This design comes from an exercise in tuning for small area, a short achievable clock period and few clock cycles on the open sky130 flow, not from production work. Where RTL was checked, it was by simulation tests only, not by an equivalence proof against the original. The RTL of runs 2 to 5 was laid out without a check of its function.

===== flow/constraint.sdc =====
create_clock -name core_clock -period 9.0 [get_ports {clk}]
set_input_delay 1.8000 -clock core_clock [delete_from_list [all_inputs] [get_ports {clk}]]
set_output_delay 1.8000 -clock core_clock [all_outputs]
set_load 0.01 [all_outputs]

===== flow/config.mk =====
export PLATFORM = sky130hd
export DESIGN_NAME = MUL_DIV_top
export DESIGN_NICKNAME = MUL_DIV_top
export VERILOG_FILES = /design/flow/design.v
export SDC_FILE = /design/flow/constraint.sdc
export NUM_CORES = 8
export LEC_CHECK = 0
export CAP_MARGIN = 20
export CORE_MARGIN = 2
export CORE_UTILIZATION = 40
export SETUP_SLACK_MARGIN = 4
export SLEW_MARGIN = 20

===== flow/design.v =====
module MUL_DIV_top (
    input           clk,
    input           rst_n,
    input  [31:0]   data1,
    input  [31:0]   data2,
    input           MUL_DIV_start,
    input  [2:0]    MUL_DIV_ctrl,
    output [31:0]   MUL_DIV_out,
    output          MUL_DIV_done
);
localparam [3:0] S_IDLE = 4'd0, S_MUL = 4'd1, S_TAIL = 4'd2, S_CORR = 4'd3,
                 S_DPREP = 4'd4, S_ZCHK = 4'd5, S_UP = 4'd6, S_DOWN = 4'd7,
                 S_RCOR = 4'd8, S_FIX = 4'd9;
function [2:0] booth;
    input [2:0] b;
    begin
        booth[2] = b[1] ^ b[0];
        booth[1] = (b == 3'b011) | (b == 3'b100);
        booth[0] = b[2] & ~(b[1] & b[0]);
    end
endfunction
reg  [3:0]  state;
reg         done_r;
reg         op_rem;          
reg         osel;            
reg  [5:0]  cnt;             
reg  [1:0]  ph;              
reg         corr;
reg         asgn, qneg;
reg  [34:0] X;
reg  [31:0] Y;
reg  [32:0] M;
reg         one0, two0, neg0, one1, two1, neg1, magy, cin;
localparam W = 37;
wire [W-1:0] Mx   = {{(W-33){M[32]}}, M};
wire [W-1:0] mag0 = (one0 ? Mx : {W{1'b0}}) | (two0 ? {Mx[W-2:0], 1'b0} : {W{1'b0}})
                  | (magy ? {{(W-32){1'b0}}, Y} : {W{1'b0}});
wire [W-1:0] mag1 = (one1 ? {Mx[W-3:0], 2'b00} : {W{1'b0}}) | (two1 ? {Mx[W-4:0], 3'b000} : {W{1'b0}});
wire [W-1:0] A    = {{(W-35){X[34]}}, X};
wire [W-1:0] B    = mag0 ^ {W{neg0}};
wire [W-1:0] C    = mag1 ^ {W{neg1}};
wire [W-1:0] cs_s = A ^ B ^ C;
wire [W-1:0] cs_c = {(A[W-2:0] & B[W-2:0]) | (A[W-2:0] & C[W-2:0]) | (B[W-2:0] & C[W-2:0]), neg1};
wire [W-1:0] S    = cs_s + cs_c + {{(W-1){1'b0}}, cin};
wire         s_neg = S[W-1];
wire        in_div  = MUL_DIV_ctrl[2];
wire        in_as   = in_div ? ~MUL_DIV_ctrl[0] : (MUL_DIV_ctrl[1:0] != 2'd3);  
wire        in_bs   = in_div ? ~MUL_DIV_ctrl[0] : ~MUL_DIV_ctrl[1];             
wire        in_asgn = data1[31] & in_as;
wire        in_bsgn = data2[31] & in_bs;
wire        in_dz   = (data2 == 32'd0);
wire [31:0] in_ae   = data1 ^ {32{in_asgn}};
wire        in_g1   = ~|in_ae[31:7];
wire        in_g2   = ~|in_ae[31:15];
wire        in_g3   = ~|in_ae[31:23];
wire [2:0]  in_jg   = in_g1 ? 3'd1 : in_g2 ? 3'd2 : in_g3 ? 3'd3 : 3'd4;
reg [3:0] nstate;
reg       ndone;
always @* begin
    nstate = state;
    ndone  = 1'b0;
    case (state)
        S_IDLE:  if (MUL_DIV_start) begin
                     if (!in_div) nstate = S_MUL;
                     else if (in_dz) begin nstate = S_IDLE; ndone = 1'b1; end
                     else nstate = in_asgn ? S_DPREP : S_ZCHK;
                 end
        S_MUL:   if (cnt[2:0] == 3'd1) begin
                     if (ph != 2'd0) nstate = S_TAIL;
                     else if (corr) nstate = S_CORR;
                     else begin nstate = S_IDLE; ndone = 1'b1; end
                 end
        S_TAIL:  if (ph == 2'd1) begin nstate = S_IDLE; ndone = 1'b1; end
        S_CORR:  begin nstate = S_IDLE; ndone = 1'b1; end
        S_DPREP: nstate = S_ZCHK;
        S_ZCHK:  if (s_neg) begin nstate = S_IDLE; ndone = 1'b1; end    
                 else nstate = S_UP;
        S_UP:    if (s_neg) nstate = S_DOWN;
        S_DOWN:  if (cnt == 6'd0) begin
                     if (op_rem) nstate = S_RCOR;
                     else if (qneg) nstate = S_FIX;
                     else begin nstate = S_IDLE; ndone = 1'b1; end
                 end
        S_RCOR:  if (asgn) nstate = S_FIX;
                 else begin nstate = S_IDLE; ndone = 1'b1; end
        S_FIX:   begin nstate = S_IDLE; ndone = 1'b1; end
        default: nstate = S_IDLE;
    endcase
end
always @(posedge clk or negedge rst_n) begin
    if (!rst_n) begin
        state  <= S_IDLE;
        done_r <= 1'b0;
    end else begin
        state  <= nstate;
        done_r <= ndone;
    end
end
wire [2:0] bd0_in  = booth({data1[1:0], 1'b0});
wire [2:0] bd1_in  = booth(data1[3:1]);
wire [2:0] bd0_y   = booth(Y[5:3]);
wire [2:0] bd1_y   = booth(Y[7:5]);
wire       msgn    = M[32];
localparam [7:0] C_ZERO  = 8'b000_000_00;
localparam [7:0] C_CORR  = 8'b100_000_00;      
localparam [7:0] C_NEGY  = 8'b001_000_11;      
localparam [7:0] C_DEC   = 8'b001_000_00;      
reg  [7:0] nctl;    
wire [7:0] c_m1  = {2'b10, ~msgn, 3'b000, 1'b0, ~msgn};    
wire [7:0] c_m2  = {2'b01, ~msgn, 3'b000, 1'b0, ~msgn};    
wire [7:0] c_m4  = {3'b000, 2'b10, ~msgn, 2'b00};          
wire [7:0] c_m8  = {3'b000, 2'b01, ~msgn, 2'b00};          
reg        flip;    
always @* begin
    nctl = C_ZERO;
    flip = 1'b0;
    case (state)
        S_IDLE:  if (!in_div) nctl = {bd0_in, bd1_in, 1'b0, bd0_in[0]};
                 else if (in_asgn) nctl = C_NEGY;
                 else nctl = {2'b10, ~in_bsgn, 3'b000, 1'b0, ~in_bsgn};
        S_MUL:   if (cnt[2:0] != 3'd1) nctl = {bd0_y, bd1_y, 1'b0, bd0_y[0]};
                 else if (corr && ph == 2'd0) nctl = C_CORR;
        S_DPREP: nctl = c_m1;
        S_ZCHK:  nctl = c_m8;
        S_UP:    nctl = s_neg ? c_m4 : c_m8;
        S_DOWN:  begin
                     if (cnt != 6'd0) nctl = (ph == 2'd0) ? c_m2 : c_m1;
                     else if (op_rem) nctl = c_m1;
                     else nctl = C_NEGY;
                     flip = (cnt != 6'd0 || op_rem) & s_neg;
                 end
        S_RCOR:  nctl = C_DEC;
        default: nctl = C_ZERO;
    endcase
end
always @(posedge clk) {one0, two0, neg0, one1, two1, neg1, magy, cin} <= nctl ^ {2'b00, flip, 2'b00, flip, 1'b0, flip};
always @(posedge clk) begin
    case (state)
        S_IDLE: if (MUL_DIV_start) begin
            op_rem <= MUL_DIV_ctrl[2] & MUL_DIV_ctrl[1];
            X      <= (in_div & ~in_asgn) ? {3'b000, data1} : 35'd0;
            Y      <= data1 | {32{in_div & ~MUL_DIV_ctrl[1] & in_dz}};   
            M      <= {in_bsgn, data2};
            osel   <= ~in_div & (MUL_DIV_ctrl[1:0] != 2'd0);
            cnt    <= in_div ? 6'd2 : {2'b00, in_jg, 1'b0};
            ph     <= 3'd4 - in_jg;
            corr   <= data1[31] & ~in_as;
            asgn   <= in_asgn;
            qneg   <= in_asgn ^ in_bsgn;
        end
        S_MUL: begin
            X   <= {{2{S[W-1]}}, S[W-1:4]};
            Y   <= {S[3:0], Y[31:4]};
            cnt <= cnt - 6'd1;
        end
        S_TAIL: begin
            X    <= {{8{X[34]}}, X[34:8]};
            Y    <= {X[7:0], Y[31:8]};
            ph   <= ph - 2'd1;
        end
        S_CORR: X <= S[34:0];
        S_DPREP: X <= {3'b000, S[31:0]};                   
        S_ZCHK: begin
            if (!op_rem) Y <= 32'd0;                       
            osel <= op_rem & ~s_neg & ~asgn;
        end
        S_UP: if (!s_neg) begin
            M    <= {M[29:0], 3'b000};
            cnt  <= cnt + 6'd3;
        end else
            ph   <= 2'd0;
        S_DOWN: begin
            X    <= (cnt == 6'd0 && !op_rem) ? 35'd0 : S[34:0];
            Y    <= {Y[30:0], ~s_neg};
            if (ph == 2'd2 && cnt != 6'd0) M <= {M[32], M[32:1]};
            if (ph != 2'd2) ph <= ph + 2'd1;
            cnt  <= cnt - 6'd1;
        end
        S_RCOR: if (X[34]) X <= S[34:0];
        S_FIX: begin
            Y    <= op_rem ? ~S[31:0] : S[31:0];
            osel <= 1'b0;
        end
        default: ;
    endcase
end
assign MUL_DIV_out  = osel ? X[31:0] : Y;
assign MUL_DIV_done = done_r;
endmodule

===== flow/run.sh =====
#!/bin/bash
# synth_recipe.tcl (not shown) runs the flow's synth.tcl, then flattens the netlist and writes it again
# the make line also repeats each setting of config.mk as NAME=value (left out here)
make -C /OpenROAD-flow-scripts/flow DESIGN_CONFIG=/design/flow/config.mk WORK_HOME=/design/flow/orfs CLKGATE_MAP_FILE= SYNTH_SCRIPT=/design/flow/synth_recipe.tcl finish

==> impl_metrics.ini, run 1 <==
[worst_hold_path]
hold_class = flip-flop to flip-flop

[cells_and_area]
syn2layout_area_growth_pct = 15.3
antenna_cells = 0
final_cell_area_um2 = 14500
drive_gt1_share_pct = 7.81
layout.nets = 1605

[die]
die_area_um2 = 33000
core_um2 = 31300
io_pins = 103
std_cell_rows = 65
fp.dieW_um = 182
start_util_pct = 40.3
die_h_um = 182

[logic_synthesis]
synth_ff_type = edfxtp_1
yosys-top-cells-count = nand2_1 (148), edfxtp_1 (113), inv_1 (101), nor2_1 (101), xnor2_1 (93)
synth_top_cell_by_area = edfxtp_1
ys_ff_latch = 126
synth_most_common_cell = nand2_1
syn-num-nets = 1566
synth-async-reset-ratio_pct = 3.97
synth_area_per_cell_um2 = 8.96
synth_top_cell_area_share_pct = 26.9
synth_enable_flop_cells = 113
mappedNetlistArea_um2 = 12600
seq_area_frac_synth_pct = 29.2
yosys_warnings = 1
synthCells = 1408
ys_top_cells_by_area = edfxtp_1 (27%), xnor2_1 (6.5%), fa_1 (5.9%)
yosysUniqueCellTypes = 78

[cts]
clk_latency_ns = 0.45
numClockSinks = 126
h-tree-depth = 4
numCtsBuffers = 17
root_buffer = clkbuf_16
cts_tree = done
clk_path_buf_depth = 2
ctsHoldBuffers = 0
clkSlewWorstSetupHoldPaths_ns = 0.06

[global_route]
first_global_vias = 11898
grt_use_total_pct = 30.0
grt-ovfl-total = 0
grt_pass1_wl_um = 74900
antenna_found_initial = 0
grt_start_max_net_pins = 66

[drt]
wl_um = 49300
drt-initial-drc-count = 1913
drt_pass1_iterations = 10
ant_nets = 0
vias = 12084
drc = 0
routed_via_density = 6.49
routedWlPerCell_um = 26.5

[placed_design]
placed_area_um2 = 13900
io_buffers = 102
globalplace.congestion = 0.945
dp_hpwl_um = 35700

[flow_run]
maxCapViolCount = 0

[sta]
skew_ns = 0.0132
setup_viol_count_final = 0
post-route-min-period_ns = 4.81
rsz0062_at_grt = false
hold_viol_final = 0
worst_pin_slew_ns = 1.16
max_freq_ghz = 0.208
max-slew-margin-rel_pct = 22.6
finalSetupTns_ns = 0
finalCritPeriodShare_pct = 53.5
finalMaxSlewViolations = 0

[critical_path]
path_max_fanout = 32
cp_slowest_stage_delay_ns = 0.50
cp_num_buf_inv = 3
critical_path_class = flip-flop to flip-flop
cpLargestDelayFamily = compound AO/OA/AOI/OAI gates
crit_path_end_kind = flip-flop
cp-start-kind = flip-flop
cp.arrival_ns = 4.93
crit_slowest_cell = fa_1
critPathRequiredTime_ns = 9.12
cp_cell_sequence = buf_4 > a222oi_1 > xor2_1 > fa_1 > inv_1 > ha_1 > o21ai_0 > a2111o_1 > a31oi_2 > o21ba_2 > o21ai_1 > a21oi_1 > nor2_2 > xnor2_4 > a221o_1 > clkbuf_8

[outcome]
status = no timing/DRC/antenna violations
-- logic make-up (layout without fill, tap and decap cells) --
| group | after synthesis | in the layout | share of synthesized area (%) |
|---|---|---|---|
| adder cells (fa/ha/maj) | 88 | 88 | 10.9 |
| flip-flops | 126 | 126 | 29.2 |
| multiplexers | 67 | 67 | 5.64 |
| AND/OR/NAND/NOR | 371 | 371 | 13.5 |
| buffers and inverters | 209 | 261 | 6.38 |
| XOR/XNOR | 137 | 137 | 9.90 |
| AO/OA/AOI/OAI | 410 | 410 | 24.5 |
-- path summary, 6_finish.rpt --
kind	start	end	slack, ns	cells after the start
worst min register to register	cnt[0]$_SDFFCE_PP0P_	cnt[0]$_SDFFCE_PP0P_	0.62	1
min in group asynchronous	rst_n	state[3]$_DFFE_PN0P_	1.58	1
max in group asynchronous	rst_n	state[0]$_DFFE_PN0P_	7.21	1
worst max-delay path	magy$_DFF_P_	M[11]$_DFFE_PP_	4.19	16
worst min-delay path	cnt[0]$_SDFFCE_PP0P_	cnt[0]$_SDFFCE_PP0P_	0.62	1
worst max register to register	magy$_DFF_P_	M[11]$_DFFE_PP_	4.19	16
-- cell type report --
| class | count | area, um^2 |
|---|---|---|
| fill | 3070 | 16800 |
| multi-input combinational | 1073 | 8200 |
| sequential | 126 | 3690 |
| timing repair buffer | 126 | 1210 |
| tap | 402 | 503 |
| clock buffer | 18 | 429 |
| inverter | 103 | 389 |
| clock inverter | 14 | 126 |
-- per-layer routing --
layer	global-route usage [%]	vias up	part of all wire [%]
met1	40.1	5937	41
met4	11.9	0	3.7
li1	-	5362	-
met2	47.4	682	46
met5	0	-	0
met3	6.46	103	10
-- stage by stage --
stage / utilization, % / hold WS (ns) / std cells / setup WS [ns]
after floorplan: - / 0.554 / 1408 / 4.06
after global placement: 44.5 / 0.612 / 1828 / 3.38
after detailed placement: 44.5 / 0.613 / 1828 / 3.26
after CTS: 46.3 / 0.622 / 1860 / 4.09
after global routing: 46.4 / 0.653 / 1862 / 4.00
final: 46.4 / 0.624 / 1862 / 4.19
-- registers in the layout (all words and copies together) (netlist names), 2 cells and up --
| signal | cells |
|---|---|
| Y | 32 |
| cnt | 6 |
| M | 33 |
| X | 35 |
| ph | 2 |
| state | 4 |
-- cells in the final DEF (no fill, tap or decap), types with 8 or more instances in the layout --
cell,count
inv_1,101
nor2_1,100
a221o_1,30
nor2b_1,9
clkdlybuf4s50_1,102
ha_1,51
a222oi_1,55
o211ai_1,10
mux2i_1,34
a22oi_1,39
nand4_1,14
clkbuf_16,17
a21oi_1,53
nand2_1,147
xor2_1,40
o21ai_0,74
buf_4,23
o21bai_1,8
nand3_1,19
mux2_2,33
edfxtp_1,113
fa_1,37
nor4_1,17
xnor2_1,92
a221oi_1,31
a21o_1,30
nor3_1,16
-- repair_timing --
action | 4_1_cts | 5_1_grt
cloned | 0 | 0
buffers inserted | 0 | 2
pin swaps | 0 | 1
endpoints found under the setup margin | 71 | 46
resized for setup | 6 | 4
Testbench counts, summed over its fixed seeds: cycles 71,321.
==> inputs of run 2 (changes only) <==
--- a/flow/design.v
+++ b/flow/design.v
@@ -12,3 +12,3 @@
                  S_DPREP = 4'd4, S_ZCHK = 4'd5, S_UP = 4'd6, S_DOWN = 4'd7,
-                 S_RCOR = 4'd8, S_FIX = 4'd9;
+                 S_RCOR = 4'd8, S_FIX = 4'd9, S_UPN = 4'd10;
 function [2:0] booth;
@@ -32,3 +32,3 @@
 reg  [32:0] M;
-reg         one0, two0, neg0, one1, two1, neg1, magy, cin;
+reg         one0, two0, neg0, one1, two1, six1, neg1, magy, cin;
 localparam W = 37;
@@ -37,3 +37,4 @@
                   | (magy ? {{(W-32){1'b0}}, Y} : {W{1'b0}});
-wire [W-1:0] mag1 = (one1 ? {Mx[W-3:0], 2'b00} : {W{1'b0}}) | (two1 ? {Mx[W-4:0], 3'b000} : {W{1'b0}});
+wire [W-1:0] mag1 = (one1 ? {Mx[W-3:0], 2'b00} : {W{1'b0}}) | (two1 ? {Mx[W-4:0], 3'b000} : {W{1'b0}})
+                  | (six1 ? {Mx[W-7:0], 6'b000000} : {W{1'b0}});
 wire [W-1:0] A    = {{(W-35){X[34]}}, X};
@@ -77,3 +78,3 @@
                  else nstate = S_UP;
-        S_UP:    if (s_neg) nstate = S_DOWN;
+        S_UP, S_UPN: nstate = s_neg ? S_DOWN : S_UPN;
         S_DOWN:  if (cnt == 6'd0) begin
@@ -103,11 +104,12 @@
 wire       msgn    = M[32];
-localparam [7:0] C_ZERO  = 8'b000_000_00;
-localparam [7:0] C_CORR  = 8'b100_000_00;      
-localparam [7:0] C_NEGY  = 8'b001_000_11;      
-localparam [7:0] C_DEC   = 8'b001_000_00;      
-reg  [7:0] nctl;    
-wire [7:0] c_m1  = {2'b10, ~msgn, 3'b000, 1'b0, ~msgn};    
-wire [7:0] c_m2  = {2'b01, ~msgn, 3'b000, 1'b0, ~msgn};    
-wire [7:0] c_m4  = {3'b000, 2'b10, ~msgn, 2'b00};          
-wire [7:0] c_m8  = {3'b000, 2'b01, ~msgn, 2'b00};          
+localparam [8:0] C_ZERO  = 9'b000_0000_00;
+localparam [8:0] C_CORR  = 9'b100_0000_00;     
+localparam [8:0] C_NEGY  = 9'b001_0000_11;     
+localparam [8:0] C_DEC   = 9'b001_0000_00;     
+reg  [8:0] nctl;    
+wire [8:0] c_m1  = {2'b10, ~msgn, 4'b0000, 1'b0, ~msgn};   
+wire [8:0] c_m2  = {2'b01, ~msgn, 4'b0000, 1'b0, ~msgn};   
+wire [8:0] c_m4  = {3'b000, 3'b100, ~msgn, 2'b00};         
+wire [8:0] c_m8  = {3'b000, 3'b010, ~msgn, 2'b00};         
+wire [8:0] c_m64 = {3'b000, 3'b001, ~msgn, 2'b00};         
 reg        flip;    
@@ -117,6 +119,6 @@
     case (state)
-        S_IDLE:  if (!in_div) nctl = {bd0_in, bd1_in, 1'b0, bd0_in[0]};
+        S_IDLE:  if (!in_div) nctl = {bd0_in, bd1_in[2:1], 1'b0, bd1_in[0], 1'b0, bd0_in[0]};
                  else if (in_asgn) nctl = C_NEGY;
-                 else nctl = {2'b10, ~in_bsgn, 3'b000, 1'b0, ~in_bsgn};
-        S_MUL:   if (cnt[2:0] != 3'd1) nctl = {bd0_y, bd1_y, 1'b0, bd0_y[0]};
+                 else nctl = {2'b10, ~in_bsgn, 4'b0000, 1'b0, ~in_bsgn};
+        S_MUL:   if (cnt[2:0] != 3'd1) nctl = {bd0_y, bd1_y[2:1], 1'b0, bd1_y[0], 1'b0, bd0_y[0]};
                  else if (corr && ph == 2'd0) nctl = C_CORR;
@@ -124,3 +126,3 @@
         S_ZCHK:  nctl = c_m8;
-        S_UP:    nctl = s_neg ? c_m4 : c_m8;
+        S_UP, S_UPN: nctl = s_neg ? c_m4 : c_m64;
         S_DOWN:  begin
@@ -135,3 +137,3 @@
 end
-always @(posedge clk) {one0, two0, neg0, one1, two1, neg1, magy, cin} <= nctl ^ {2'b00, flip, 2'b00, flip, 1'b0, flip};
+always @(posedge clk) {one0, two0, neg0, one1, two1, six1, neg1, magy, cin} <= nctl ^ {2'b00, flip, 3'b000, flip, 1'b0, flip};
 always @(posedge clk) begin
@@ -166,7 +168,8 @@
         end
-        S_UP: if (!s_neg) begin
+        S_UP:  ph <= 2'd0;
+        S_UPN: begin
             M    <= {M[29:0], 3'b000};
             cnt  <= cnt + 6'd3;
-        end else
             ph   <= 2'd0;
+        end
         S_DOWN: begin
==> run 2 against run 1 <==
Final cell count down 0.43%. Synthesized area down 1.2%. Still clean. Worst setup slack better by 0.047 ns. Die area down 1.2%. Critical endpoint is now neg1$_DFF_P_.
==> impl_metrics.ini, run 2 <==
[critical_path]
cp-start-kind = flip-flop
critPathRequiredTime_ns = 9.31
critical_path_class = flip-flop to flip-flop
path_max_fanout = 11
crit_path_end_kind = flip-flop
cp.arrival_ns = 5.07

[cts]
root_buffer = clkbuf_16
ctsHoldBuffers = 0
numClockSinks = 127
clk_latency_ns = 0.46
clkSlewWorstSetupHoldPaths_ns = 0.08
clk_path_buf_depth = 2
cts_setup_buffers = 0
cts_tree = done
h-tree-depth = 4
numCtsBuffers = 17

[sta]
finalSetupTns_ns = 0
finalCritPeriodShare_pct = 52.9
setup_viol_count_final = 0
finalMaxSlewViolations = 0
skew_ns = 0.0227
hold-worst-slack_ns = 0.634
postLayoutSetupSlackWorst_ns = 4.24
hold_viol_final = 0
max-slew-margin-rel_pct = 25.1
post-route-min-period_ns = 4.76
rsz0062_at_grt = false
max_freq_ghz = 0.210
worst_pin_slew_ns = 1.12

[cells_and_area]
largest_register_ffs = 35
antenna_cells = 0
nFillCells = 2981
mostFrequentLayoutCells = nand2_1 (187), edfxtp_1 (113), a222oi_1 (110)
layout.nets = 1604
layout_commonest_cell = nand2_1
syn2layout_area_growth_pct = 15.6
reg_top3 = X x35, M x33, Y x32
drive_gt1_share_pct = 7.89
top_register = X

[die]
fp.dieW_um = 181
core_um2 = 30700
die_area_um2 = 32600
die_h_um = 181
start_util_pct = 40.6
io_pins = 103
std_cell_rows = 64

[drt]
drt-initial-drc-count = 2483
wl_um = 49500
drt_pass1_iterations = 14
routedWlPerCell_um = 26.7
vias = 12369
drc = 0
routed_via_density = 6.67
ant_nets = 0

[global_route]
grt_use_total_pct = 29.6
grt_pass1_wl_um = 73900
grt_start_max_net_pins = 73
grt-ovfl-total = 0
antenna_found_initial = 0
first_global_vias = 11777

[logic_synthesis]
synth_top_cell_area_share_pct = 27.2
yosys_warnings = 1
ys_ff_latch = 127
mappedNetlistArea_um2 = 12500
yosysUniqueCellTypes = 74
synth_ff_type = edfxtp_1
synthCells = 1405
yosys-top-cells-count = nand2_1 (187), edfxtp_1 (113), a222oi_1 (110)
synth_most_common_cell = nand2_1
synth_enable_flop_cells = 113
synth_top_cell_by_area = edfxtp_1
ys_top_cells_by_area = edfxtp_1 (27%), a222oi_1 (8.8%), xnor2_1 (6.8%)
seq_area_frac_synth_pct = 29.7
synth-async-reset-ratio_pct = 3.94
synth_area_per_cell_um2 = 8.87
syn-num-nets = 1564

[flow_run]
maxCapViolCount = 0

[worst_hold_path]
hold_class = flip-flop to flip-flop

[placed_design]
dp_hpwl_um = 35700
place_ws_ns = 3.84
globalplace.congestion = 0.976
io_buffers = 102

[outcome]
status = no timing/DRC/antenna violations
==> run 2: changes by cell type after synthesis, moves of 21 or more <==
cell      previous run  this run
nand2_1            148       187
a221o_1             30         3
o21ai_0             76        51
nor2_1             101        74
mux2i_1             34         5
a31oi_1              8        29
a222oi_1            55       110
==> run 2: final timing paths <==
path | start | to | slack (ns) | cells past startpoint
min in group asynchronous | rst_n | state[3]$_DFFE_PN0P_ | 1.55 | 1
hold reg to reg | cnt[0]$_SDFFCE_PP0P_ | cnt[0]$_SDFFCE_PP0P_ | 0.63 | 1
setup reg to reg | M[14]$_DFFE_PP_ | neg1$_DFF_P_ | 4.24 | 13
hold / removal | cnt[0]$_SDFFCE_PP0P_ | cnt[0]$_SDFFCE_PP0P_ | 0.63 | 1
max in group asynchronous | rst_n | state[0]$_DFFE_PN0P_ | 7.27 | 1
setup / recovery | M[14]$_DFFE_PP_ | neg1$_DFF_P_ | 4.24 | 13
==> run 2: cells by family (layout without fill, tap and decap cells) <==
family	count (synthesis)	count (layout)	share of synthesized area [%]
DFF	127	127	29.7
xor gates and xnor gates	136	136	9.56
muxes	35	35	3.11
AOI/OAI and AO/OA	409	409	25.2
and+or+nand+nor	407	407	15.1
adders and majority gates	89	89	11.2
buffers and inverters	202	255	6.22
==> run 2: stage by stage <==
| step | std cells | util, % | area (um^2) |
|---|---|---|---|
| floorplan | 1405 | - | 12500 |
| global placement | 1822 | 45.0 | 13800 |
| detailed placement | 1822 | 45.0 | 13800 |
| CTS | 1854 | 46.9 | 14400 |
| global route | 1854 | 47.0 | 14400 |
| finish | 1854 | 47.0 | 14400 |
==> run 2: final cells by class <==
| cell class | count | area [um^2] | area share, % |
|---|---|---|---|
| clock buffers | 17 | 425 | 2.95 |
| flip-flops and latches | 127 | 3710 | 25.8 |
| multi-input cells | 1076 | 8060 | 55.9 |
| well taps | 396 | 495 | 3.44 |
| repair buffers | 121 | 1160 | 8.08 |
| inverters | 102 | 385 | 2.68 |
| clock inverters | 15 | 168 | 1.16 |
==> run 2: critical path: stages, from the launching register on <==
cell	delay [ns]
edfxtp_1	0.55
a222oi_1	0.44
xnor2_1	0.21
fa_1	0.46
ha_1	0.46
a21oi_1	0.37
nand2_1	0.16
a2bb2oi_1	0.27
nand3_1	0.27
a21o_1	0.25
a311oi_1	0.27
buf_4	0.26
nor2_1	0.10
or4_1	0.53
==> run 2: repair_timing <==
action / in CTS / in global routing
gates resized for setup: 3 / 6
setup endpoints to repair: 20 / 25
pin swaps: 0 / 1
hold endpoints to repair: 0 / 0
==> run 2: metal layers <==
| metal | track usage (%) | routed length, um | vias up |
|---|---|---|---|
| li1 | - | - | 5409 |
| met4 | 12.9 | 2380 | 0 |
| met2 | 46.5 | 22300 | 916 |
| met3 | 5.98 | 5460 | 172 |
| met1 | 39.7 | 19400 | 5872 |
| met5 | 0 | 0 | - |
==> inputs of run 3 (changes only) <==
--- a/flow/config.mk
+++ b/flow/config.mk
@@ -10,3 +10,3 @@
 export CORE_UTILIZATION = 40
-export SETUP_SLACK_MARGIN = 4
+export SETUP_SLACK_MARGIN = 4.3
 export SLEW_MARGIN = 20
==> run 3 against run 2 <==
Sequential cell count unchanged. Critical path depth did not move. Utilization increased by 1.2 points. Via count increased by 1.5%. Sequential share of layout area shrank 0.62 points. Final cell count rose by 1.7%. Cell area rose by 2.5%. Wire length up 1.1%. Die area did not move. Synthesized area did not move. Synthesized cell count unchanged. Non-clock buffer count increased by 32. Critical endpoint unchanged.
==> impl_metrics.ini, run 3 <==
[worst_hold_path]
hold_depth = 1
min_from = cnt[0]$_SDFFCE_PP0P_
hold_class = flip-flop to flip-flop

[cts]
numClockSinks = 127
h-tree-depth = 4
clk_path_buf_depth = 2
root_buffer = clkbuf_16
clk_latency_ns = 0.45
cts_tree = done
numCtsBuffers = 17
clkSlewWorstSetupHoldPaths_ns = 0.08

[global_route]
grtUsageMet1_pct = 39.7
use_met2_pct = 46.5
antenna_found_initial = 0
grt_util_met3_pct = 5.98
top_usage_layer = met2
first_global_vias = 11777
grt_start_max_net_pins = 73
grt-ovfl-total = 0
grt_use_total_pct = 29.6
grt_pass1_wl_um = 73900

[cells_and_area]
antenna_cells = 0
mostFrequentLayoutCells = nand2_1 (187), edfxtp_1 (113), a222oi_1 (110)
layout_commonest_cell = nand2_1
layout.nets = 1636
drive_gt1_share_pct = 11.1
reg_top3 = X x35, M x33, Y x32
largest_register_ffs = 35
final_cell_area_um2 = 14800
syn2layout_area_growth_pct = 18.5
top_register = X

[sta]
postLayoutSetupSlackWorst_ns = 4.39
hold_viol_final = 0
post-route-min-period_ns = 4.61
worst_pin_slew_ns = 1.09
finalMaxSlewViolations = 0
rsz0062_at_grt = true
finalCritPeriodShare_pct = 51.2
finalSetupTns_ns = 0
hold-worst-slack_ns = 0.636
skew_ns = 0.0184
max_freq_ghz = 0.217
setup_viol_count_final = 0
max-slew-margin-rel_pct = 27.2

[logic_synthesis]
seq_area_frac_synth_pct = 29.7
syn-num-nets = 1564
synth_ff_type = edfxtp_1
synth_top_cell_by_area = edfxtp_1
yosys_warnings = 1
yosysUniqueCellTypes = 74
synth-async-reset-ratio_pct = 3.94
synth_top_cell_area_share_pct = 27.2
ys_ff_latch = 127
synth_most_common_cell = nand2_1
yosys-top-cells-count = nand2_1 (187), edfxtp_1 (113), a222oi_1 (110)
mappedNetlistArea_um2 = 12500
ys_top_cells_by_area = edfxtp_1 (27%), a222oi_1 (8.8%), xnor2_1 (6.8%)
synthCells = 1405
synth_area_per_cell_um2 = 8.87
synth_enable_flop_cells = 113

[placed_design]
io_buffers = 102
dp_hpwl_um = 35700
place_ws_ns = 3.84
placed_area_um2 = 13800
globalplace.congestion = 0.976

[drt]
drc = 0
wl_um = 50000
routedWlPerCell_um = 26.5
drt_pass1_iterations = 13
routed_via_density = 6.66
drt-initial-drc-count = 2488
ant_nets = 0
vias = 12554

[critical_path]
reg2reg_slack_ns = 4.39
reg2reg_depth = 13
crit_path_end_kind = flip-flop
cp-endpoint = neg1$_DFF_P_
cp-start-kind = flip-flop
cp.arrival_ns = 4.92
cp_num_buf_inv = 1
startpoint = M[14]$_DFFE_PP_
critPathRequiredTime_ns = 9.31
critical_path_class = flip-flop to flip-flop
path_max_fanout = 11
crit_slowest_cell = edfxtp_1
cpLargestDelayFamily = compound AO/OA/AOI/OAI gates
crit_cells = 13
reg2reg_from = M[14]$_DFFE_PP_
r2r-end = neg1$_DFF_P_
cp_cell_sequence = a222oi_1 > xnor2_1 > fa_1 > ha_2 > a21oi_1 > nand2_1 > a2bb2oi_1 > nand3_2 > a21o_1 > a311oi_1 > buf_4 > nor2_1 > or4_1
cp_slowest_stage_delay_ns = 0.56

[die]
die_area_um2 = 32600
io_pins = 103
start_util_pct = 40.6
fp.dieW_um = 181
std_cell_rows = 64
core_um2 = 30700
die_h_um = 181

[flow_run]
maxCapViolCount = 0

[outcome]
status = no timing/DRC/antenna violations
[run 3: worst min path at each step]
stage,to,slack [ns]
6_report,cnt[0]$_SDFFCE_PP0P_,0.64
5_1_grt,cnt[0]$_SDFFCE_PP0P_,0.68
4_1_cts,cnt[0]$_SDFFCE_PP0P_,0.63
3_5_place_dp,cnt[0]$_SDFFCE_PP0P_,0.62
3_3_place_gp,cnt[0]$_SDFFCE_PP0P_,0.61
2_1_floorplan,two1$_DFF_P_,0.57
[run 3: cell type report]
| cell class | instances | area (um^2) |
|---|---|---|
| clock buffer | 17 | 425 |
| clock inverter | 15 | 168 |
| fill | 2945 | 15900 |
| inverter | 102 | 385 |
| multi-input combinational | 1076 | 8150 |
| sequential | 127 | 3710 |
| tap | 396 | 495 |
| timing repair buffer | 153 | 1440 |
[run 3: cell families (layout without fill, tap and decap cells)]
family	Yosys count	after routing	share of synthesized area (%)
buf+inv	202	287	6.22
flops	127	127	29.7
compound gates	409	409	25.2
mux	35	35	3.11
fa+ha+maj	89	89	11.2
xor+xnor	136	136	9.56
simple gates	407	407	15.1
[run 3: stage by stage]
| step | util [%] | instances |
|---|---|---|
| 6_report | 48.2 | 1886 |
| 5_1_grt | 48.2 | 1886 |
| 4_1_cts | 46.9 | 1854 |
| 3_5_place_dp | 45.0 | 1822 |
| 3_3_place_gp | 45.0 | 1822 |
| 2_1_floorplan | - | 1405 |
[run 3: per-layer routing]
layer	vias to the layer above	share of wire (%)
li1	5486	-
met1	5985	39
met2	907	45
met3	176	11
met4	0	4.9
met5	-	0
[run 3: what timing repair did]
item / in CTS / in global routing
pin swaps: 0 / 16
hold buffers: 0 / 0
endpoints found under the setup margin: 52 / 32
buffers inserted: 0 / 32
hold endpoints to repair: 0 / 0
resized for setup: 6 / 27
[run 3: worst register-to-register path: cells and delay by family (launching register included)]
family / cells / cell delay (ns)
AOI/OAI and AO/OA: 5 / 1.61
DFF: 1 / 0.56
adders and majority gates: 2 / 0.86
and+or+nand+nor: 4 / 0.99
xor gates and xnor gates: 1 / 0.21
buffers and inverters: 1 / 0.26
==> inputs of run 4 (changes only) <==
--- a/flow/config.mk
+++ b/flow/config.mk
@@ -10,3 +10,3 @@
 export CORE_UTILIZATION = 40
-export SETUP_SLACK_MARGIN = 4.3
+export SETUP_SLACK_MARGIN = 3.7
 export SLEW_MARGIN = 20
==> run 4 against run 3 <==
Critical path depth rose by 1. Via count fell by 1.5%. First-iteration DRC count fell by 2.2%. Die area did not move. Critical endpoint unchanged.
==> impl_metrics.ini, run 4 <==
[global_route]
first_global_vias = 11777
grt_use_total_pct = 29.6
grt_start_max_net_pins = 73
antenna_found_initial = 0
grt-ovfl-total = 0
grt_pass1_wl_um = 73900

[logic_synthesis]
yosys-top-cells-count = nand2_1 (187), edfxtp_1 (113), a222oi_1 (110)
synth_most_common_cell = nand2_1
ys_top_cells_by_area = edfxtp_1 (27%), a222oi_1 (8.8%), xnor2_1 (6.8%)
ys_ff_latch = 127
synth_enable_flop_cells = 113
synth_top_cell_by_area = edfxtp_1
mappedNetlistArea_um2 = 12500
synth_ff_type = edfxtp_1
yosys_warnings = 1
yosysUniqueCellTypes = 74
synth-async-reset-ratio_pct = 3.94
synth_top_cell_area_share_pct = 27.2
synthCells = 1405
seq_area_frac_synth_pct = 29.7
syn-num-nets = 1564
synth_area_per_cell_um2 = 8.87

[cells_and_area]
reg_top3 = X x35, M x33, Y x32
top_register = X
drive_gt1_share_pct = 7.82
largest_register_ffs = 35
postLayoutCoreUtil_pct = 46.9
syn2layout_area_growth_pct = 15.5
mostFrequentLayoutCells = nand2_1 (187), edfxtp_1 (113), a222oi_1 (110)
nFillCells = 2984
antenna_cells = 0
layout_commonest_cell = nand2_1
layout.nets = 1604
fin_cells = 1854

[placed_design]
io_buffers = 102
globalplace.congestion = 0.976
dp_cells = 1822
dp_hpwl_um = 35700

[cts]
clkSlewWorstSetupHoldPaths_ns = 0.07
clk_path_buf_depth = 2
cts_tree = done
numCtsBuffers = 17
root_buffer = clkbuf_16
clk_latency_ns = 0.45
numClockSinks = 127
ctsHoldBuffers = 0
cts_setup_buffers = 0
ctsResizeCount = 0
h-tree-depth = 4

[sta]
hold_viol_final = 0
max-slew-margin-rel_pct = 26.4
post-route-min-period_ns = 4.93
max_freq_ghz = 0.203
finalCritPeriodShare_pct = 54.8
skew_ns = 0.0161
worst_pin_slew_ns = 1.10
finalMaxSlewViolations = 0
finalSetupTns_ns = 0
rsz0062_at_grt = false
setup_viol_count_final = 0
hold-worst-slack_ns = 0.635

[critical_path]
crit_path_end_kind = flip-flop
critPathRequiredTime_ns = 9.31
reg2reg_from = neg0$_DFF_P_
crit_slowest_cell = dfxtp_2
cp-start-kind = flip-flop
cp.arrival_ns = 5.24
path_common_cell = a21o_1
critical_path_class = flip-flop to flip-flop
path_max_fanout = 34
cp_cell_sequence = xnor2_1 > ha_1 > mux2i_1 > inv_1 > fa_1 > a21o_1 > a22oi_1 > nand2b_1 > nand3_1 > a21o_1 > a311oi_1 > buf_4 > nor2_1 > or4_1
r2r-end = neg1$_DFF_P_
cp_slowest_stage_delay_ns = 0.95
reg2reg_depth = 14
reg2reg_slack_ns = 4.07

[flow_run]
maxCapViolCount = 0

[outcome]
status = no timing/DRC/antenna violations

[worst_hold_path]
hold_depth = 1
hold_end = cnt[0]$_SDFFCE_PP0P_
min_from = cnt[0]$_SDFFCE_PP0P_
hold_class = flip-flop to flip-flop

[drt]
drt-initial-drc-count = 2433
vias = 12369
routed_via_density = 6.67
drc = 0
ant_nets = 0
wl_um = 49600
routedWlPerCell_um = 26.7
drt_pass1_iterations = 15

[die]
std_cell_rows = 64
core_um2 = 30700
io_pins = 103
die_h_um = 181
start_util_pct = 40.6
fp.dieW_um = 181
die_area_um2 = 32600
[run 4: cell counts after synthesis]
No cell type changed its count.
[run 4: cell families (layout without fill, tap and decap cells)]
group	count (synthesis)	count (layout)	synth area share, %
flops	127	127	29.7
mux	35	35	3.11
compound gates	409	409	25.2
fa+ha+maj	89	89	11.2
simple gates	407	407	15.1
buf+inv	202	255	6.22
xor+xnor	136	136	9.56
[run 4: layer usage]
layer / wire length, um / track usage (%) / up-vias
met4: 2120 / 12.9 / 0
li1: - / - / 5412
met3: 5320 / 5.98 / 163
met2: 22600 / 46.5 / 917
met1: 19500 / 39.7 / 5877
met5: 0 / 0 / -
[run 4: worst max path at each step]
| stage | depth (start not counted) | from | slack (ns) | to |
|---|---|---|---|---|
| 6_report | 14 | neg0$_DFF_P_ | 4.07 | neg1$_DFF_P_ |
| 5_1_grt | 14 | neg0$_DFF_P_ | 3.81 | neg1$_DFF_P_ |
| 4_1_cts | 14 | neg1$_DFF_P_ | 3.79 | Y[24]$_DFFE_PP_ |
| 3_5_place_dp | 14 | neg1$_DFF_P_ | 3.84 | Y[24]$_DFFE_PP_ |
| 3_3_place_gp | 13 | one1$_DFF_P_ | 3.92 | Y[24]$_DFFE_PP_ |
| 2_1_floorplan | 2 | MUL_DIV_start | 4.24 | M[0]$_DFFE_PP_ |
[run 4: final cells by class]
| type | instances | area (um^2) | area share, % |
|---|---|---|---|
| clock buffer | 17 | 425 | 2.96 |
| timing repair buffer | 121 | 1160 | 8.09 |
| sequential | 127 | 3700 | 25.7 |
| multi-input combinational | 1076 | 8050 | 55.9 |
| inverter | 102 | 385 | 2.68 |
| tap | 396 | 495 | 3.44 |
| clock inverter | 15 | 168 | 1.17 |
[run 4: critical path: cells and delay by family (launching register included)]
family | cells | cell delay, ns
adders and majority gates | 2 | 0.82
xor gates and xnor gates | 1 | 0.21
buffers and inverters | 2 | 0.39
muxes | 1 | 0.41
DFF | 1 | 0.95
AOI/OAI and AO/OA | 4 | 0.93
and+or+nand+nor | 4 | 1.03
[run 4: stage by stage]
step                area, um^2  worst slack, ns
floorplan                12500             4.24
global placement         13800             3.92
finish                   14400             4.07
CTS                      14400             3.79
detailed placement       13800             3.84
global route             14400             3.81
==> inputs of run 5 (changes only) <==
==> flow/flow/run.sh (new file) <==
#!/bin/bash
# Own layout flow: the standard ORFS flow, with the smallest buffer
# (sky130_fd_sc_hd__buf_1) as the buffer that ORFS puts on every input and
# output port.  Everything else is the standard flow.
set -euo pipefail
export BUFFER_PORTS_ARGS="-buffer_cell sky130_fd_sc_hd__buf_1"
bash standard.sh > standard.log 2>&1
==> flow/standard.sh (new file) <==
#!/bin/bash
# synth_recipe.tcl (not shown) runs the flow's synth.tcl, then flattens the netlist and writes it again
# the make line also repeats each setting of config.mk as NAME=value (left out here)
make -C /OpenROAD-flow-scripts/flow DESIGN_CONFIG=/design/flow/config.mk WORK_HOME=/design/flow/orfs CLKGATE_MAP_FILE= SYNTH_SCRIPT=/design/flow/synth_recipe.tcl "${@:-finish}"
--- a/flow/config.mk
+++ b/flow/config.mk
@@ -10,3 +10,3 @@
 export CORE_UTILIZATION = 40
-export SETUP_SLACK_MARGIN = 3.7
+export SETUP_SLACK_MARGIN = 4
 export SLEW_MARGIN = 20
removed: flow/run.sh
==> run 5 against run 4 <==
Sequential cell count unchanged. Non-clock buffer count up 1. Sequential share of layout area is 1.2 points higher. Largest cell class unchanged.
==> impl_metrics.ini, run 5 <==
[sta]
finalMaxSlewViolations = 0
max-slew-margin-rel_pct = 25.8
worst_pin_slew_ns = 1.11
finalCritPeriodShare_pct = 52.1
max_freq_ghz = 0.213
skew_ns = 0.0206
finalSetupTns_ns = 0
rsz0062_at_grt = false
hold_viol_final = 0
setup_viol_count_final = 0
postLayoutSetupSlackWorst_ns = 4.32
post-route-min-period_ns = 4.68

[outcome]
status = no timing/DRC/antenna violations

[logic_synthesis]
yosys-top-cells-count = nand2_1 (187), edfxtp_1 (113), a222oi_1 (110)
ys_top_cells_by_area = edfxtp_1 (27%), a222oi_1 (8.8%), xnor2_1 (6.8%)
synthCells = 1405
synth_top_cell_area_share_pct = 27.2
seq_area_frac_synth_pct = 29.7
yosys_warnings = 1
synth_enable_flop_cells = 113
synth_most_common_cell = nand2_1
synth_top_cell_by_area = edfxtp_1
mappedNetlistArea_um2 = 12500
yosysUniqueCellTypes = 74
ys_ff_latch = 127
syn-num-nets = 1564
synth_area_per_cell_um2 = 8.87
synth-async-reset-ratio_pct = 3.94
synth_ff_type = edfxtp_1

[drt]
drc = 0
routedWlPerCell_um = 26.4
vias = 12406
ant_nets = 0
drt_pass1_iterations = 12
drt-initial-drc-count = 2797
routed_via_density = 6.69
wl_um = 49000

[cts]
root_buffer = clkbuf_16
cts_tree = done
ctsHoldBuffers = 0
numCtsBuffers = 17
clkSlewWorstSetupHoldPaths_ns = 0.08
clk_latency_ns = 0.44
cts_setup_buffers = 0
h-tree-depth = 4
numClockSinks = 127
clk_path_buf_depth = 2

[global_route]
grt_use_total_pct = 29.2
first_global_vias = 11622
grt-ovfl-total = 0
antenna_found_initial = 0
grt_pass1_wl_um = 72600
grt_start_max_net_pins = 73

[critical_path]
path_max_fanout = 7
critical_path_class = flip-flop to flip-flop
path_common_cell = xnor2_1
cp_slowest_stage_delay_ns = 0.55
critPathRequiredTime_ns = 9.17
crit_slowest_cell = edfxtp_1
cp-start-kind = flip-flop
cp.arrival_ns = 4.86
cp_cell_sequence = a222oi_1 > xnor2_1 > fa_1 > ha_1 > nand4_1 > a2111oi_1 > nor3_1 > and3_1 > o211ai_1 > xnor2_1 > xnor2_1 > a221oi_1 > nor2_1
crit_path_end_kind = flip-flop

[cells_and_area]
layout.nets = 1605
drive_gt1_share_pct = 7.88
nFillCells = 3038
final_cell_area_um2 = 13800
layout_commonest_cell = nand2_1
mostFrequentLayoutCells = nand2_1 (187), edfxtp_1 (113), a222oi_1 (110)
fin_cells = 1855
antenna_cells = 0
regArea_um2 = 3710
syn2layout_area_growth_pct = 10.5
largest_register_ffs = 35
top_register = X
reg_top3 = X x35, M x33, Y x32
multi_input_area_um2 = 8050

[placed_design]
io_buffers = 102
globalplace.congestion = 0.966
dp_cells = 1823
place_ws_ns = 3.91
dp_hpwl_um = 35500
placed_area_um2 = 13200

[die]
die_area_um2 = 32600
die_h_um = 181
io_pins = 103
core_um2 = 30700
start_util_pct = 40.6
fp.dieW_um = 181
std_cell_rows = 64

[worst_hold_path]
hold_class = flip-flop to flip-flop

[flow_run]
maxCapViolCount = 0
-- run 5: area by class of cell --
cell class	count	area share, %
Clock buffer	17	3.09
Clock inverter	15	1.20
Inverter	102	2.80
Multi-Input combinational cell	1076	58.5
Sequential cell	127	26.9
Tap cell	396	3.60
Timing Repair Buffer	122	3.87
-- run 5: metrics by stage --
step                util, %  hold WS (ns)
floorplan                 -         0.568
global placement       42.9         0.611
detailed placement     42.9         0.614
CTS                    44.9         0.623
global route           44.9         0.652
finish                 44.9         0.625
-- run 5: cells by family (layout without fill, tap and decap cells) --
logic type / after synthesis / count (layout) / synth area share, %
mux: 35 / 35 / 3.11
flops: 127 / 127 / 29.7
buf+inv: 202 / 256 / 6.22
fa+ha+maj: 89 / 89 / 11.2
compound gates: 409 / 409 / 25.2
xor+xnor: 136 / 136 / 9.56
simple gates: 407 / 407 / 15.1
-- run 5: per-layer routing --
layer  up-vias  GRT usage (%)  wire (um)
li1       5417              -          -
met1      5963           38.7      19000
met2       880           46.8      22600
met3       146           6.31       5470
met4         0           11.1       1930
met5         -              0          0
-- run 5: what timing repair did --
action                                  CTS  global route
pin swaps                                 0             1
resized for setup                         2             5
endpoints found under the setup margin   15            25
-- run 5: worst paths after layout --
path,slack [ns],endpoint,cells past startpoint,from
worst max-delay path,4.32,Y[28]$_DFFE_PP_,13,M[13]$_DFFE_PP_
worst min-delay path,0.63,cnt[0]$_SDFFCE_PP0P_,1,cnt[0]$_SDFFCE_PP0P_
worst max register to register,4.32,Y[28]$_DFFE_PP_,13,M[13]$_DFFE_PP_
worst min register to register,0.63,cnt[0]$_SDFFCE_PP0P_,1,cnt[0]$_SDFFCE_PP0P_
max in group asynchronous,7.61,state[0]$_DFFE_PN0P_,1,rst_n
min in group asynchronous,1.19,state[3]$_DFFE_PN0P_,1,rst_n
-- run 5: worst max-delay path: cells and delay by family (launching register included) --
kind / cells / cell delay, ns
simple gates: 4 / 0.81
compound gates: 4 / 1.52
flops: 1 / 0.55
fa+ha+maj: 2 / 0.93
xor+xnor: 3 / 0.62
==> inputs of run 6 (changes only) <==
--- a/flow/design.v
+++ b/flow/design.v
@@ -107,5 +107,5 @@
 localparam [8:0] C_NEGY  = 9'b001_0000_11;     
-localparam [8:0] C_DEC   = 9'b001_0000_00;     
 reg  [8:0] nctl;    
 wire [8:0] c_m1  = {2'b10, ~msgn, 4'b0000, 1'b0, ~msgn};   
+wire [8:0] c_p1  = {2'b10,  msgn, 4'b0000, 1'b0,  msgn};   
 wire [8:0] c_m2  = {2'b01, ~msgn, 4'b0000, 1'b0, ~msgn};   
@@ -129,7 +129,7 @@
                      if (cnt != 6'd0) nctl = (ph == 2'd0) ? c_m2 : c_m1;
-                     else if (op_rem) nctl = c_m1;
+                     else if (op_rem) nctl = s_neg ? c_p1 : C_ZERO;   
                      else nctl = C_NEGY;
-                     flip = (cnt != 6'd0 || op_rem) & s_neg;
+                     flip = (cnt != 6'd0) & s_neg;
                  end
-        S_RCOR:  nctl = C_DEC;
+        S_RCOR:  nctl = C_NEGY;
         default: nctl = C_ZERO;
@@ -166,3 +166,2 @@
             if (!op_rem) Y <= 32'd0;                       
-            osel <= op_rem & ~s_neg & ~asgn;
         end
@@ -181,7 +180,7 @@
         end
-        S_RCOR: if (X[34]) X <= S[34:0];
-        S_FIX: begin
-            Y    <= op_rem ? ~S[31:0] : S[31:0];
-            osel <= 1'b0;
+        S_RCOR: begin
+            X <= 35'd0;
+            Y <= S[31:0];
         end
+        S_FIX: Y <= S[31:0];
         default: ;
--- a/flow/config.mk
+++ b/flow/config.mk
@@ -10,3 +10,3 @@
 export CORE_UTILIZATION = 40
-export SETUP_SLACK_MARGIN = 4
+export SETUP_SLACK_MARGIN = 4.3
 export SLEW_MARGIN = 20
==> run 6 against run 5 <==
Still clean. Non-clock buffer count decreased by 6. Register-to-register slack gained 0.17 ns. Die area shrank 0.93%. Sequential cell count decreased by 1. Maximum frequency up 3.8%. Critical endpoint is now X[33]$_DFFE_PP_.
==> impl_metrics.ini, run 6 <==
[critical_path]
cp_slowest_stage_delay_ns = 0.71
cp_cell_sequence = a22oi_1 > xnor2_1 > fa_1 > inv_1 > ha_1 > a21o_1 > a311o_1 > nand4_1 > o211ai_1 > a41oi_1 > xnor2_4 > a221o_1
reg2reg_slack_ns = 4.49
critical_path_class = flip-flop to flip-flop
cpLargestDelayFamily = compound AO/OA/AOI/OAI gates
crit_cells = 12
critPathRequiredTime_ns = 9.19
reg2reg_depth = 12
cp_num_buf_inv = 1
cp-endpoint = X[33]$_DFFE_PP_
crit_path_end_kind = flip-flop
startpoint = two1$_DFF_P_
crit_slowest_cell = dfxtp_2
cp.arrival_ns = 4.70
cp-start-kind = flip-flop
r2r-end = X[33]$_DFFE_PP_
reg2reg_from = two1$_DFF_P_
path_max_fanout = 33

[cts]
h-tree-depth = 4
cts_setup_buffers = 0
clk_latency_ns = 0.44
numCtsBuffers = 17
clkSlewWorstSetupHoldPaths_ns = 0.06
cts_tree = done
ctsHoldBuffers = 0
numClockSinks = 126
ctsResizeCount = 10
clk_path_buf_depth = 2
root_buffer = clkbuf_16

[die]
fp.dieW_um = 180
core_um2 = 30500
start_util_pct = 40.5
die_area_um2 = 32300
std_cell_rows = 64
io_pins = 103
die_h_um = 180

[drt]
drt-initial-drc-count = 2310
drt_pass1_iterations = 14
routedWlPerCell_um = 26.8
drc = 0
wl_um = 49500
routed_via_density = 6.68
ant_nets = 0
vias = 12347

[cells_and_area]
mostFrequentLayoutCells = nand2_1 (204), a222oi_1 (114), edfxtp_1 (113)
layout_commonest_cell = nand2_1
reg_top3 = X x35, M x33, Y x32
final_cell_area_um2 = 13600
antenna_cells = 0
syn2layout_area_growth_pct = 10.0
layout.nets = 1597
top_register = X
postLayoutCoreUtil_pct = 44.5
fin_cells = 1847
largest_register_ffs = 35
drive_gt1_share_pct = 7.44

[worst_hold_path]
hold_class = flip-flop to flip-flop
min_from = asgn$_DFFE_PP_

[sta]
max_freq_ghz = 0.222
post-route-min-period_ns = 4.51
finalSetupTns_ns = 0
max-slew-margin-rel_pct = 26.8
finalCritPeriodShare_pct = 50.2
rsz0062_at_grt = true
worst_pin_slew_ns = 1.09
setup_viol_count_final = 0
finalMaxSlewViolations = 0
hold_viol_final = 0
skew_ns = 0.0102

[logic_synthesis]
syn-num-nets = 1567
synth_area_per_cell_um2 = 8.77
synthCells = 1408
seq_area_frac_synth_pct = 29.8
synth_top_cell_area_share_pct = 27.5
synth_ff_type = edfxtp_1
synth_enable_flop_cells = 113
synth_top_cell_by_area = edfxtp_1
yosys-top-cells-count = nand2_1 (204), a222oi_1 (114), edfxtp_1 (113)
mappedNetlistArea_um2 = 12300
synth_most_common_cell = nand2_1
synth-async-reset-ratio_pct = 3.97
ys_ff_latch = 126
yosysUniqueCellTypes = 79
yosys_warnings = 1
ys_top_cells_by_area = edfxtp_1 (27%), a222oi_1 (9.2%), nand2_1 (6.2%)

[global_route]
grt-ovfl-total = 0
antenna_found_initial = 1
first_global_vias = 11439
grt_start_max_net_pins = 68
grt_use_total_pct = 29.5
grt_pass1_wl_um = 72600

[placed_design]
dp_hpwl_um = 36100
io_buffers = 102
placed_area_um2 = 13000
globalplace.congestion = 0.970
dp_cells = 1815

[outcome]
status = no timing/DRC/antenna violations

[flow_run]
maxCapViolCount = 0
-- run 6: stage by stage --
| stage | setup WS, ns | hold WS [ns] |
|---|---|---|
| final | 4.49 | 0.632 |
| after global routing | 4.29 | 0.660 |
| after CTS | 4.46 | 0.637 |
| after detailed placement | 3.78 | 0.626 |
| after global placement | 3.88 | 0.615 |
| after floorplan | 4.80 | 0.547 |
-- run 6: worst min path at each step --
stage	endpoint	slack [ns]	depth (start not counted)
after floorplan	one0$_DFF_P_	0.55	1
after global placement	cnt[0]$_SDFFCE_PP0P_	0.62	1
after detailed placement	cnt[0]$_SDFFCE_PP0P_	0.63	1
after CTS	cnt[0]$_SDFFCE_PP0P_	0.64	1
after global routing	state[3]$_DFFE_PN0P_	0.66	2
final	state[3]$_DFFE_PN0P_	0.63	2
-- run 6: cells by family (layout without fill, tap and decap cells) --
group | count (synthesis) | after routing | synth area share, %
muxes | 37 | 37 | 3.34
DFF | 126 | 126 | 29.8
and+or+nand+nor | 422 | 422 | 15.2
AOI/OAI and AO/OA | 410 | 410 | 25.8
xor gates and xnor gates | 111 | 111 | 7.88
adders and majority gates | 89 | 89 | 11.3
buffers and inverters | 213 | 256 | 6.65
-- run 6: worst reg2reg max path: stages (launching register included) --
cell      delay (ns)
dfxtp_2         0.71
a22oi_1         0.23
xnor2_1         0.22
fa_1            0.54
inv_1           0.04
ha_1            0.39
a21o_1          0.24
a311o_1         0.40
nand4_1         0.10
o211ai_1        0.22
a41oi_1         0.54
xnor2_4         0.23
a221o_1         0.40
-- run 6: final cells by class --
class,instances,area (um^2)
timing repair buffer,116,488
multi-input combinational,1069,7920
clock buffer,18,429
fill,2994,16900
tap,396,495
sequential,126,3700
clock inverter,14,143
inverter,108,408
-- run 6: routing by layer --
layer / vias to the layer above / part of all wire, % / track usage (%)
met4: 0 / 3.9 / 12.0
li1: 5403 / - / -
met2: 813 / 46 / 46.4
met3: 126 / 10 / 6.67
met1: 6005 / 40 / 39.3
met5: - / 0 / 0
Testbench counts of run 6, summed over its fixed seeds: cycles 71,321.
==> inputs of run 7 (changes only) <==
--- a/flow/config.mk
+++ b/flow/config.mk
@@ -10,2 +10,5 @@
 export CORE_UTILIZATION = 40
+export CTS_BUF_LIST = sky130_fd_sc_hd__clkbuf_8
+export CTS_CLUSTER_DIAMETER = 80
+export CTS_CLUSTER_SIZE = 30
 export SETUP_SLACK_MARGIN = 4.3
==> run 7 against run 6 <==
First-iteration DRC count rose by 1.4%. Die area did not move. Synthesized cell count did not move. Global-route usage fell by 0.074 points. Maximum frequency rose by 0.28%. Synthesized area did not move. Critical endpoint unchanged. Clock-buffer cell count fell by 1. Register-to-register slack barely moved.
==> impl_metrics.ini, run 7 <==
[cts]
numClockSinks = 126
clk_latency_ns = 0.47
h-tree-depth = 4
root_buffer = clkbuf_8
clkSlewWorstSetupHoldPaths_ns = 0.09
clk_path_buf_depth = 2
cts_setup_buffers = 0
ctsHoldBuffers = 0
cts_tree = done
numCtsBuffers = 17

[drt]
wl_um = 49500
drt-initial-drc-count = 2342
ant_nets = 0
routed_via_density = 6.63
drt_pass1_iterations = 15
routedWlPerCell_um = 26.8
drc = 0
vias = 12258

[cells_and_area]
mostFrequentLayoutCells = nand2_1 (204), a222oi_1 (114), edfxtp_1 (113)
largest_register_ffs = 35
drive_gt1_share_pct = 7.44
layout_commonest_cell = nand2_1
postLayoutCoreUtil_pct = 43.9
syn2layout_area_growth_pct = 8.52
fin_cells = 1848
layout.nets = 1597
top_register = X
reg_top3 = X x35, M x33, Y x32

[critical_path]
cp_slowest_stage_delay_ns = 0.78
crit_path_end_kind = flip-flop
path_max_fanout = 36
crit_slowest_cell = dfxtp_4
critical_path_class = flip-flop to flip-flop
critPathRequiredTime_ns = 9.23
cp-start-kind = flip-flop
cp_cell_sequence = xnor2_1 > ha_1 > mux2_4 > fa_1 > a21o_1 > a311o_1 > nand4_1 > o211ai_1 > a41oi_1 > xnor2_4 > a221o_1
cp.arrival_ns = 4.73

[logic_synthesis]
synth_top_cell_area_share_pct = 27.5
synth_most_common_cell = nand2_1
synth_area_per_cell_um2 = 8.77
synth_ff_type = edfxtp_1
ys_ff_latch = 126
synthMuxAreaShare_pct = 3.34
yosys_warnings = 1
synth_enable_flop_cells = 113
synthCells = 1408
syn-num-nets = 1567
synth_top_cell_by_area = edfxtp_1
synth_compound_area_share_pct = 25.8
yosys-top-cells-count = nand2_1 (204), a222oi_1 (114), edfxtp_1 (113)
synthXorXnorAreaFrac_pct = 7.88
synth-async-reset-ratio_pct = 3.97
mappedNetlistArea_um2 = 12300
synth_top_family_by_area = compound AO/OA/AOI/OAI gates
yosys.area_share.simple_pct = 15.2
synth_adder_area_share_pct = 11.3
ys_top_cells_by_area = edfxtp_1 (27%), a222oi_1 (9.2%), nand2_1 (6.2%)
seq_area_frac_synth_pct = 29.8
yosysUniqueCellTypes = 79

[sta]
hold_viol_final = 0
worst_pin_slew_ns = 1.08
max-slew-margin-rel_pct = 27.2
finalMaxSlewViolations = 0
finalSetupTns_ns = 0
rsz0062_at_grt = true
post-route-min-period_ns = 4.50
max_freq_ghz = 0.222
skew_ns = 0.0119
finalCritPeriodShare_pct = 50.0
postLayoutSetupSlackWorst_ns = 4.50
setup_viol_count_final = 0

[die]
start_util_pct = 40.5
core_um2 = 30500
die_area_um2 = 32300
die_h_um = 180
io_pins = 103
std_cell_rows = 64
fp.dieW_um = 180

[flow_run]
maxCapViolCount = 0

[global_route]
first_global_vias = 11399
antenna_found_initial = 0
grt_start_max_net_pins = 68
grt_pass1_wl_um = 72500
grt_use_total_pct = 29.4
grt-ovfl-total = 0

[placed_design]
globalplace.congestion = 0.970
io_buffers = 102
dp_hpwl_um = 36100
place_ws_ns = 3.78
dp_cells = 1815

[worst_hold_path]
hold_class = flip-flop to flip-flop

[outcome]
status = no timing/DRC/antenna violations
[run 7: worst paths after layout]
| path | startpoint | to | slack, ns | cells after the start |
|---|---|---|---|---|
| max in group asynchronous | rst_n | state[2]$_DFFE_PN0P_ | 7.48 | 1 |
| worst max-delay path | neg0$_DFF_P_ | X[33]$_DFFE_PP_ | 4.50 | 11 |
| min in group asynchronous | rst_n | done_r$_DFF_PN0_ | 1.22 | 1 |
| worst min register to register | cnt[0]$_SDFFCE_PP0P_ | cnt[0]$_SDFFCE_PP0P_ | 0.64 | 1 |
| worst max register to register | neg0$_DFF_P_ | X[33]$_DFFE_PP_ | 4.50 | 11 |
| worst min-delay path | cnt[0]$_SDFFCE_PP0P_ | cnt[0]$_SDFFCE_PP0P_ | 0.64 | 1 |
[run 7: final cells by class]
type / instances / area [um^2]
multi-input cells: 1069 / 7920
fillers: 3020 / 17100
flip-flops and latches: 126 / 3700
diodes: 1 / 2.50
clock inverters: 15 / 146
well taps: 396 / 495
repair buffers: 116 / 488
inverters: 108 / 408
clock buffers: 17 / 234
[run 7: cells by family after synthesis]
family	count (synthesis)
multiplexers	37
AND/OR/NAND/NOR	422
XOR/XNOR	111
flip-flops	126
adder cells (fa/ha/maj)	89
buffers and inverters	213
AO/OA/AOI/OAI	410
[run 7: critical path, delay by kind of cell (launching register included)]
kind | cells | cell delay [ns]
compound gates | 5 | 1.77
flops | 1 | 0.78
fa+ha+maj | 2 | 0.81
simple gates | 1 | 0.10
mux | 1 | 0.33
xor+xnor | 2 | 0.43
[run 7: per-stage QoR]
stage               hold slack [ns]  area, um^2
floorplan                     0.547       12300
detailed placement            0.626       13000
global route                  0.664       13400
finish                        0.636       13400
global placement              0.615       13000
CTS                           0.640       13400
[run 7: routing by layer]
layer | wire length [um] | vias to the layer above | global-route usage (%)
met2 | 22600 | 801 | 46.5
met5 | 0 | - | 0
met3 | 5270 | 120 | 6.40
met4 | 1920 | 0 | 11.5
li1 | - | 5404 | -
met1 | 19700 | 5933 | 39.3
[run 7: timing repair]
item                                    4_1_cts  5_1_grt
endpoints found under the setup margin       31       25
pin swaps                                     0        0
resized for setup                             9        7

re-timing with driven ports:
In the flow no input, the clock included, has a driving cell. The finished layouts below were timed again as built, in two steps. Step 1 assumes that a clkbuf_16 drives the clock port and a buf_2 every other input. Step 2, shift: input delay + t, output delay - t, t = (earliest + latest rising clock arrival at the registers) / 2. This alone moves slack from input paths to output paths. Three values: no drivers, after step 1, after step 2; two values: the first two.
run | t (ns) | setup slack, ns | worst hold slack (ns)
run 1 | 0.494 | 4.188 / 4.188 / 3.956 | 0.624 / 0.624 / 0.624
run 2 | 0.492 | 4.235 / 4.235 / 4.041 | 0.634 / 0.634 / 0.634
run 3 | 0.487 | 4.388 / 4.388 / 4.180 | 0.636 / 0.636 / 0.636
run 4 | 0.490 | 4.072 / 4.072 / 4.066 | 0.635 / 0.635 / 0.635
run 5 | 0.481 | 4.315 / 4.315 / 4.315 | 0.625 / 0.625 / 0.625
run 6 | 0.486 | 4.486 / 4.486 / 4.073 | 0.632 / 0.632 / 0.632
run 7 | 0.512 | 4.498 / 4.498 / 4.059 | 0.636 / 0.636 / 0.636
After both steps every run listed still meets setup and hold. For run 7, which loses most, drivers alone change the setup slack by 0.000 ns; drivers and shift together by -0.439 ns.
